Background: an optimization exercise with open tools, aiming at small area. Do not read the settings as production practice.
RTL that was checked went through simulation tests only; none was proved equivalent to the original.
Power is estimated from default activity; no workload was simulated.

==> try-willow: inputs <==
Design core_top, start of the top module:
module core_top (
    input wire clk_i,
    input wire rst_n_i,
    input wire irq_i,
    output wire [8'd32-1:0] ibus_addr_o,
    input wire [8'd32-1:0] ibus_data_i,
    output wire [8'd32-1:0] dbus_addr_o,
    output dbus_rd_o,
    output dbus_we_o,
    output wire [2:0] dbus_size_o,
    output wire [8'd32-1:0]dbus_data_o,
    input wire [8'd32-1:0] dbus_data_i
  );
  function [15:0] cinc16;
    input [15:0] s;
    input        c;
    integer k;
    reg [15:0] p;
    begin
      p[0] = 1'b1;
      for (k = 1; k < 16; k = k + 1)
        p[k] = p[k-1] & s[k-1];
      for (k = 0; k < 16; k = k + 1)
        cinc16[k] = s[k] ^ (c & p[k]);
    end
  endfunction
  function [81:0] idu_decode;
  input [31:0] inst_data_i;
  reg [6:0] inst_func7;
  reg [4:0] inst_rs2;
  reg [4:0] inst_rs1;
  reg [2:0] inst_func3;
  reg [4:0] inst_rd;
  reg [6:0] inst_opcode;
  reg inst_rs1_all0, inst_func3_all0, inst_rd_all0;
  reg inst_is_ecall, inst_is_ebreak, inst_is_mret, inst_is_wfi, inst_is_csrrx, inst_is_csrri;
  reg [1:0] inst_set;
  reg [6:0] inst_type;
  reg [19:0] uimm;
  reg [11:0] csr;
  reg [31:0] inst_func;
  reg reg_raddr1_vld, reg_raddr2_vld, reg_waddr_vld, imm_vld, csr_vld;
  begin
    inst_func7  = inst_data_i[31:25];
    inst_rs2    = inst_data_i[24:20];
    inst_rs1    = inst_data_i[19:15];
    inst_func3  = inst_data_i[14:12];
    inst_rd     = inst_data_i[11: 7];
    inst_opcode = inst_data_i[6: 0];
    inst_rs1_all0   = ~(|inst_rs1);
    inst_func3_all0 = ~(|inst_func3);
    inst_rd_all0    = ~(|inst_rd);
  ...
export LEC_CHECK = 0
export CAP_MARGIN = 40
export CORE_MARGIN = 2
export CORE_UTILIZATION = 55
export CTS_BUF_LIST = sky130_fd_sc_hd__clkbuf_8
export PLACE_DENSITY = 0.62
export SLEW_MARGIN = 30
export SYNTH_HIERARCHICAL = 1
export SYNTH_MINIMUM_KEEP_SIZE = 0
create_clock -name core_clock -period 25.0 [get_ports {clk_i}]
standard.sh (not shown) runs the stock make flow with config.mk's settings and CLKGATE_MAP_FILE= SYNTH_SCRIPT=/design/flow/synth_recipe.tcl, a recipe that flattens the netlist after the stock synthesis.
==> flow/flow/run.sh <==
#!/bin/bash
# Layout flow: the standard flow (standard.sh, unchanged), with one
# change to clock tree synthesis: no dummy loads are added to balance the
# leaf clusters.  The CTS arguments are the standard ones otherwise
# (sink clustering, clock net repair, buffer list from config.mk).
# Each tool's full output goes to standard.log in this folder.
set -o pipefail
export CTS_ARGS="-sink_clustering_enable -repair_clock_nets -buf_list sky130_fd_sc_hd__clkbuf_8 -dont_use_dummy_load"
bash standard.sh > standard.log 2>&1
==> try-zinc: changes against try-willow <==
--- a/flow/design.v
+++ b/flow/design.v
@@ -3045,27 +3045,14 @@
     output wire [8'd32-1:0] dbus_addr_o,
     output dbus_rd_o,
     output dbus_we_o,
     output wire [2:0] dbus_size_o,
     output wire [8'd32-1:0]dbus_data_o,
     input wire [8'd32-1:0] dbus_data_i
   );
-  function [15:0] cinc16;
-    input [15:0] s;
-    input        c;
-    integer k;
-    reg [15:0] p;
-    begin
-      p[0] = 1'b1;
-      for (k = 1; k < 16; k = k + 1)
-        p[k] = p[k-1] & s[k-1];
-      for (k = 0; k < 16; k = k + 1)
-        cinc16[k] = s[k] ^ (c & p[k]);
-    end
-  endfunction
   function [81:0] idu_decode;
   input [31:0] inst_data_i;
   reg [6:0] inst_func7;
   reg [4:0] inst_rs2;
   reg [4:0] inst_rs1;
   reg [2:0] inst_func3;
   reg [4:0] inst_rd;
@@ -3289,16 +3276,17 @@
   wire [31:0] pc_inc = {pc_inc_hi, pc[1:0]};
   reg [31:0] idu_inst_data_t;
   always @ (posedge clk_i)
   begin
     if (!hold_stall_flag)
       idu_inst_data_t <= ibus_data_i;
   end
-  wire [31:0] ex_inst = idu_inst_data_t;
-  reg         ex_vld;
+  wire [31:0] idu_inst_data = hold_stall_flag ? idu_inst_data_t : ibus_data_i;
+  reg [31:0] ex_inst;
+  reg        ex_vld;
   wire [81:0] dec = idu_decode(ex_inst);
   wire        dec_waddr_vld = dec[81];
   wire [11:0] dec_csr       = dec[80:69];
   wire [19:0] dec_uimm      = dec[68:49];
   wire [4:0]  dec_waddr     = dec[48:44];
   wire [4:0]  dec_raddr2    = dec[43:39];
   wire [4:0]  dec_raddr1    = dec[38:34];
@@ -3318,16 +3306,16 @@
       begin
         if (rf_we && (rf_waddr == g))
           r <= rf_wdata;
       end
       assign xreg[g] = r;
     end
   endgenerate
-  wire [4:0] ex_rs1 = ex_inst[19:15];
-  wire [4:0] ex_rs2 = ex_inst[24:20];
+  wire [4:0] ex_rs1 = dec_raddr1;
+  wire [4:0] ex_rs2 = dec_raddr2;
   wire [31:0] rsel1;
   wire [31:0] rsel2;
   wire [1023:0] rdat;
   assign rsel1[0] = 1'b0;
   assign rsel2[0] = 1'b0;
   assign rdat[31:0] = 32'b0;
   generate
@@ -3347,14 +3335,18 @@
   always @ (posedge clk_i or negedge rst_n_i)
   begin
     if (!rst_n_i)
       ex_vld <= 1'b0;
     else
       ex_vld <= ~flush_flag;
   end
+  always @ (posedge clk_i)
+  begin
+    ex_inst <= idu_inst_data;
+  end
   wire [1:0]  ex_set       = {2{ex_vld}} & dec_set;
   wire [31:0] ex_func      = {32{ex_vld}} & dec_func;
   wire        ex_waddr_vld = ex_vld & dec_waddr_vld;
   wire [4:0]  ex_waddr     = dec_waddr;
   wire [11:0] ex_csr       = dec_csr;
   wire [19:0] ex_uimm      = dec_uimm;
   wire set_i = ex_set[0];
@@ -3392,21 +3384,16 @@
                        : op_csr ? 32'b0
                        : (subop_immv ? (subop_unsign ? imm12z : imm12s) : ex_r2);
   wire        alu_sub = op_sub | op_slt | op_b;
   wire [31:0] alu_b   = op_jalr ? imm12s : op2_data;
   wire        ext1    = ~subop_unsign & op1_data[31];
   wire        ext2    = ~subop_unsign & alu_b[31];
   wire [32:0] alu_bx  = {ext2, alu_b} ^ {33{alu_sub}};
-  wire [32:0] alu_a = {ext1, op1_data};
-  wire [16:0] alu_lo;
-  wire        alu_c17;
-  wire [15:0] alu_h0;
-  add_rc #(17) u_alu_lo (.a(alu_a[16:0]),  .b(alu_bx[16:0]),  .ci(alu_sub), .s(alu_lo), .co(alu_c17));
-  add_r  #(16) u_alu_h0 (.a(alu_a[32:17]), .b(alu_bx[32:17]), .s(alu_h0), .co());
-  wire [32:0] alu_sum = {cinc16(alu_h0, alu_c17), alu_lo};
+  wire [32:0] alu_sum;
+  add_rc #(33) u_alu_add (.a({ext1, op1_data}), .b(alu_bx), .ci(alu_sub), .s(alu_sum), .co());
   wire alu_zero = ~(|alu_sum[31:0]);
   wire alu_neg  = alu_sum[32];
   wire bxx_valid = (~subop_unsign & ((f[27] & alu_zero) | (f[26] & ~alu_zero) | (f[25] & alu_neg) | (f[24] & ~alu_neg)))
                  | ( subop_unsign & ((f[25] & alu_neg) | (f[24] & ~alu_neg)));
   wire [28:0] pc_hi_dec = pc[31:3] - 29'd1;
   wire [31:0] inst_addr = {pc_hi_dec, pc[2:0]};
   wire [31:0] link_addr = pc[2] ? {pc[31:3], 1'b0, pc[1:0]} : {pc_hi_dec, 1'b1, pc[1:0]};
@@ -3438,37 +3425,42 @@
              .a_i  (ex_r1),
              .b_i  (mul_b),
              .as_i (mul_as),
              .bs_i (mul_bs),
              .x_o  (mul_x),
              .y_o  (mul_y)
            );
-  wire [15:0] mul_l0, mul_m0, mul_a0, mul_b0;
-  wire        mul_c16, mul_cm0, mul_ca0;
+  wire [15:0] mul_l0, mul_m0, mul_m1, mul_a0, mul_a1, mul_b0, mul_b1;
+  wire        mul_c16, mul_cm0, mul_cm1, mul_ca0, mul_ca1;
   add_r  #(16) u_mul_l0 (.a(mul_x[15:0]),  .b(mul_y[15:0]),  .s(mul_l0), .co(mul_c16));
   add_r  #(16) u_mul_m0 (.a(mul_x[31:16]), .b(mul_y[31:16]), .s(mul_m0), .co(mul_cm0));
+  add_rc #(16) u_mul_m1 (.a(mul_x[31:16]), .b(mul_y[31:16]), .ci(1'b1), .s(mul_m1), .co(mul_cm1));
   add_r  #(16) u_mul_a0 (.a(mul_x[47:32]), .b(mul_y[47:32]), .s(mul_a0), .co(mul_ca0));
+  add_rc #(16) u_mul_a1 (.a(mul_x[47:32]), .b(mul_y[47:32]), .ci(1'b1), .s(mul_a1), .co(mul_ca1));
   add_r  #(16) u_mul_b0 (.a(mul_x[63:48]), .b(mul_y[63:48]), .s(mul_b0), .co());
-  wire        mul_c32 = mul_cm0 | (mul_c16 & (&mul_m0));
-  wire        mul_c48 = mul_ca0 | (mul_c32 & (&mul_a0));
-  wire [31:0] mul_lo  = {cinc16(mul_m0, mul_c16), mul_l0};
-  wire [31:0] mul_hs  = {cinc16(mul_b0, mul_c48), cinc16(mul_a0, mul_c32)};
+  add_rc #(16) u_mul_b1 (.a(mul_x[63:48]), .b(mul_y[63:48]), .ci(1'b1), .s(mul_b1), .co());
+  wire [31:0] mul_lo  = {mul_c16 ? mul_m1 : mul_m0, mul_l0};
+  wire        mul_c32 = mul_c16 ? mul_cm1 : mul_cm0;
+  wire [15:0] mul_bs0 = mul_ca0 ? mul_b1 : mul_b0;    
+  wire [15:0] mul_bs1 = mul_ca1 ? mul_b1 : mul_b0;    
+  wire [31:0] mul_hs  = mul_c32 ? {mul_bs1, mul_a1} : {mul_bs0, mul_a0};
   wire [31:0] mul_res = mul_hi ? mul_hs : mul_lo;
   wire div_sa = ~u1 & ex_r1[31];
   wire div_sb = ~u2 & ex_r2[31];
   wire [31:0] div_a;
+  wire [31:0] div_b;
   inc_r #(32) u_div_nega (.a(ex_r1 ^ {32{div_sa}}), .ci(div_sa), .s(div_a));
+  inc_r #(32) u_div_negb (.a(ex_r2 ^ {32{div_sb}}), .ci(div_sb), .s(div_b));
   wire        div_start = op_div | op_rem;
-  wire        div_bz    = ~(|ex_r2);
+  wire        div_bz    = ~(|div_b);
   wire        div_age;
-  carry_r #(32) u_div_cmp (.a(div_a), .b(ex_r2 ^ {32{~div_sb}}), .ci(~div_sb), .co(div_age));
+  carry_r #(32) u_div_cmp (.a(div_a), .b(~div_b), .ci(1'b1), .co(div_age));
   wire        div_bgt   = ~div_age;
   reg [5:0]  div_cnt;
-  reg [31:0] div_d;       
-  reg        div_dsb;     
+  reg [31:0] div_d;
   reg [64:0] div_s;
   reg        div_early;
   reg        div_zero;
   reg        div_qs;
   reg        div_rs;
   reg        div_op;
   reg [4:0]  div_waddr;
@@ -3480,38 +3472,35 @@
       div_cnt <= (div_bz | div_bgt) ? 6'd32 : 6'd0;
     else if (div_cnt <= 6'd32)
       div_cnt <= div_cnt + 6'd1;
   end
   wire div_step = (div_cnt < 6'd32);
   wire div_stop = (div_cnt == 6'd32);
   wire [32:0] div_u    = div_s[63:31];
-  wire        div_add = div_u[32];
-  wire        div_m   = ~(div_add ^ div_dsb);
   wire [32:0] div_t;
-  add_rc #(33) u_div_step (.a(div_u), .b({~div_add, div_d ^ {32{div_m}}}), .ci(div_m), .s(div_t), .co());
+  add_rc #(33) u_div_step (.a(div_u), .b({1'b0, div_d} ^ {33{~div_u[32]}}), .ci(~div_u[32]), .s(div_t), .co());
   always @ (posedge clk_i)
   begin
     div_s <= div_start ? {33'b0, div_a} : {div_t, div_s[30:0], ~div_t[32]};
   end
   always @ (posedge clk_i)
   begin
     if (div_start)
     begin
-      div_d     <= ex_r2;
-      div_dsb   <= div_sb;
+      div_d     <= div_b;
       div_early <= div_bz | div_bgt;
       div_zero  <= div_bz;
       div_qs    <= div_sa ^ div_sb;
       div_rs    <= div_sa;
       div_op    <= op_div;
       div_waddr <= ex_waddr;
     end
   end
   wire [31:0] div_rem_b;
-  add_rc #(32) u_div_back (.a(div_s[63:32]), .b(div_d ^ {32{div_dsb}}), .ci(div_dsb), .s(div_rem_b), .co());
+  add_r #(32) u_div_back (.a(div_s[63:32]), .b(div_d), .s(div_rem_b), .co());
   wire [31:0] div_rem_c = div_s[64] ? div_rem_b : div_s[63:32];
   wire [31:0] div_q_t   = div_zero ? 32'hffff_ffff : (div_early ? 32'b0 : div_s[31:0]);
   wire [31:0] div_r_t   = div_early ? div_s[31:0] : div_rem_c;
   wire [31:0] div_v     = div_op ? div_q_t : div_r_t;
   wire        div_n     = div_op ? div_qs : div_rs;
   wire [31:0] div_res;
   inc_r #(32) u_div_negr (.a(div_v ^ {32{div_n}}), .ci(div_n), .s(div_res));
==> flow/flow/run.sh (replaced) <==
#!/bin/bash
# Layout flow: the standard flow (standard.sh), with clock tree synthesis
# options of our own (no dummy loads, larger sink clusters).
set -o pipefail
cp standard.sh standard_sh.log
cp config.mk config_mk.log
export CTS_ARGS="-sink_clustering_enable -repair_clock_nets -buf_list sky130_fd_sc_hd__clkbuf_8 -dont_use_dummy_load"
bash standard.sh > standard.log 2>&1
status=$?
ls -la out > out_listing.log 2>&1
exit $status
==> summary of the runs <==
- Of try-willow and try-zinc, try-zinc has the higher first-iteration DRC count (gap 12%, measured against try-zinc).
- Between try-zinc and try-willow, the lower combinational power is in try-zinc (gap 46%, measured against try-willow).
- Between try-zinc and try-willow, the lower final cell count is in try-willow (gap 1.6%, measured against try-willow).
- Of try-zinc and try-willow, try-willow has the higher critical path depth (gap 10).
- In try-zinc the non-clock buffer count is lower than in try-willow, by 19.
- Of try-willow and try-zinc, try-willow has the higher clock skew (gap 0.027 ns).
- Of try-willow and try-zinc, try-zinc has the higher wire length (gap about 3.4%, measured against try-zinc).
- Clock power is about the same in try-willow and try-zinc.
- Against try-willow, the global-route usage of try-zinc is higher by 1.7 points.
==> figures <==
quantity	try-willow	try-zinc
Clock latency at the later pin of the worst-skew pair	1.09 ns	1.07 ns
Via count	89296	91635
Run status	complete, no violations	complete, no violations
Number of design-rule violations left by the first detailed-router iteration	18983	21469
Width of the die	439 um	441 um
TritonCTS Buffers	286	288
Power consumed by combinational cells	9.25 mW	4.97 mW
Endpoint kind of the worst setup timing path	flip-flop	output port
Proportion of synthesized area in mux cells	0.0485	0.0288
Pwr dens	126 mW/mm^2	90.0 mW/mm^2
Multi-input comb cells	6416	6591
Largest net degree at the start of global routing	95	98
Max_slew headroom	0.279	0.211
Post-detailed-route wirelength per cell	40.1 um	40.8 um
Synth Area in XOR/XNOR	0.0790	0.0703
Detailed Routing Iterations Pass 1	20	14
Wire length on met3	75100 um	74800 um
Clock Power	2.00 mW	2.02 mW
TAP cells	2495	2511
Non-Clock Buffer Count	620	601
Function not checked in try-zinc: the RTL went through the layout flow alone.

## static timing again, ports no longer ideal
The flow's constraints put no driver on any port. The routed layouts listed below were extracted and timed again, unchanged, in two steps. Step 1 (the two cells are an assumption about what drives the block):
set clk [get_ports {clk_i}]
set_driving_cell -lib_cell sky130_fd_sc_hd__clkbuf_16 $clk
set_driving_cell -lib_cell sky130_fd_sc_hd__buf_2 [delete_from_list [all_inputs] $clk]
Step 2 adds t to the input delays and takes it off the output delays; t is the mean of the earliest and latest rising clock arrival at the registers after step 1. Input paths then give back, and output paths get back, about the clock's delay inside the block. Three values: ideal, step 1, step 2; two values: the first two.
run	shift t [ns]	slack for setup (ns)	worst setup path at the end	latest minus earliest clock arrival (ns)
try-willow	1.107	4.666 / 4.622 / 4.666	register to register	0.152 / 0.153
try-zinc	1.111	0.549 / 0.447 / 1.558	register to output	0.125 / 0.126
After both steps every run listed still meets setup and hold.
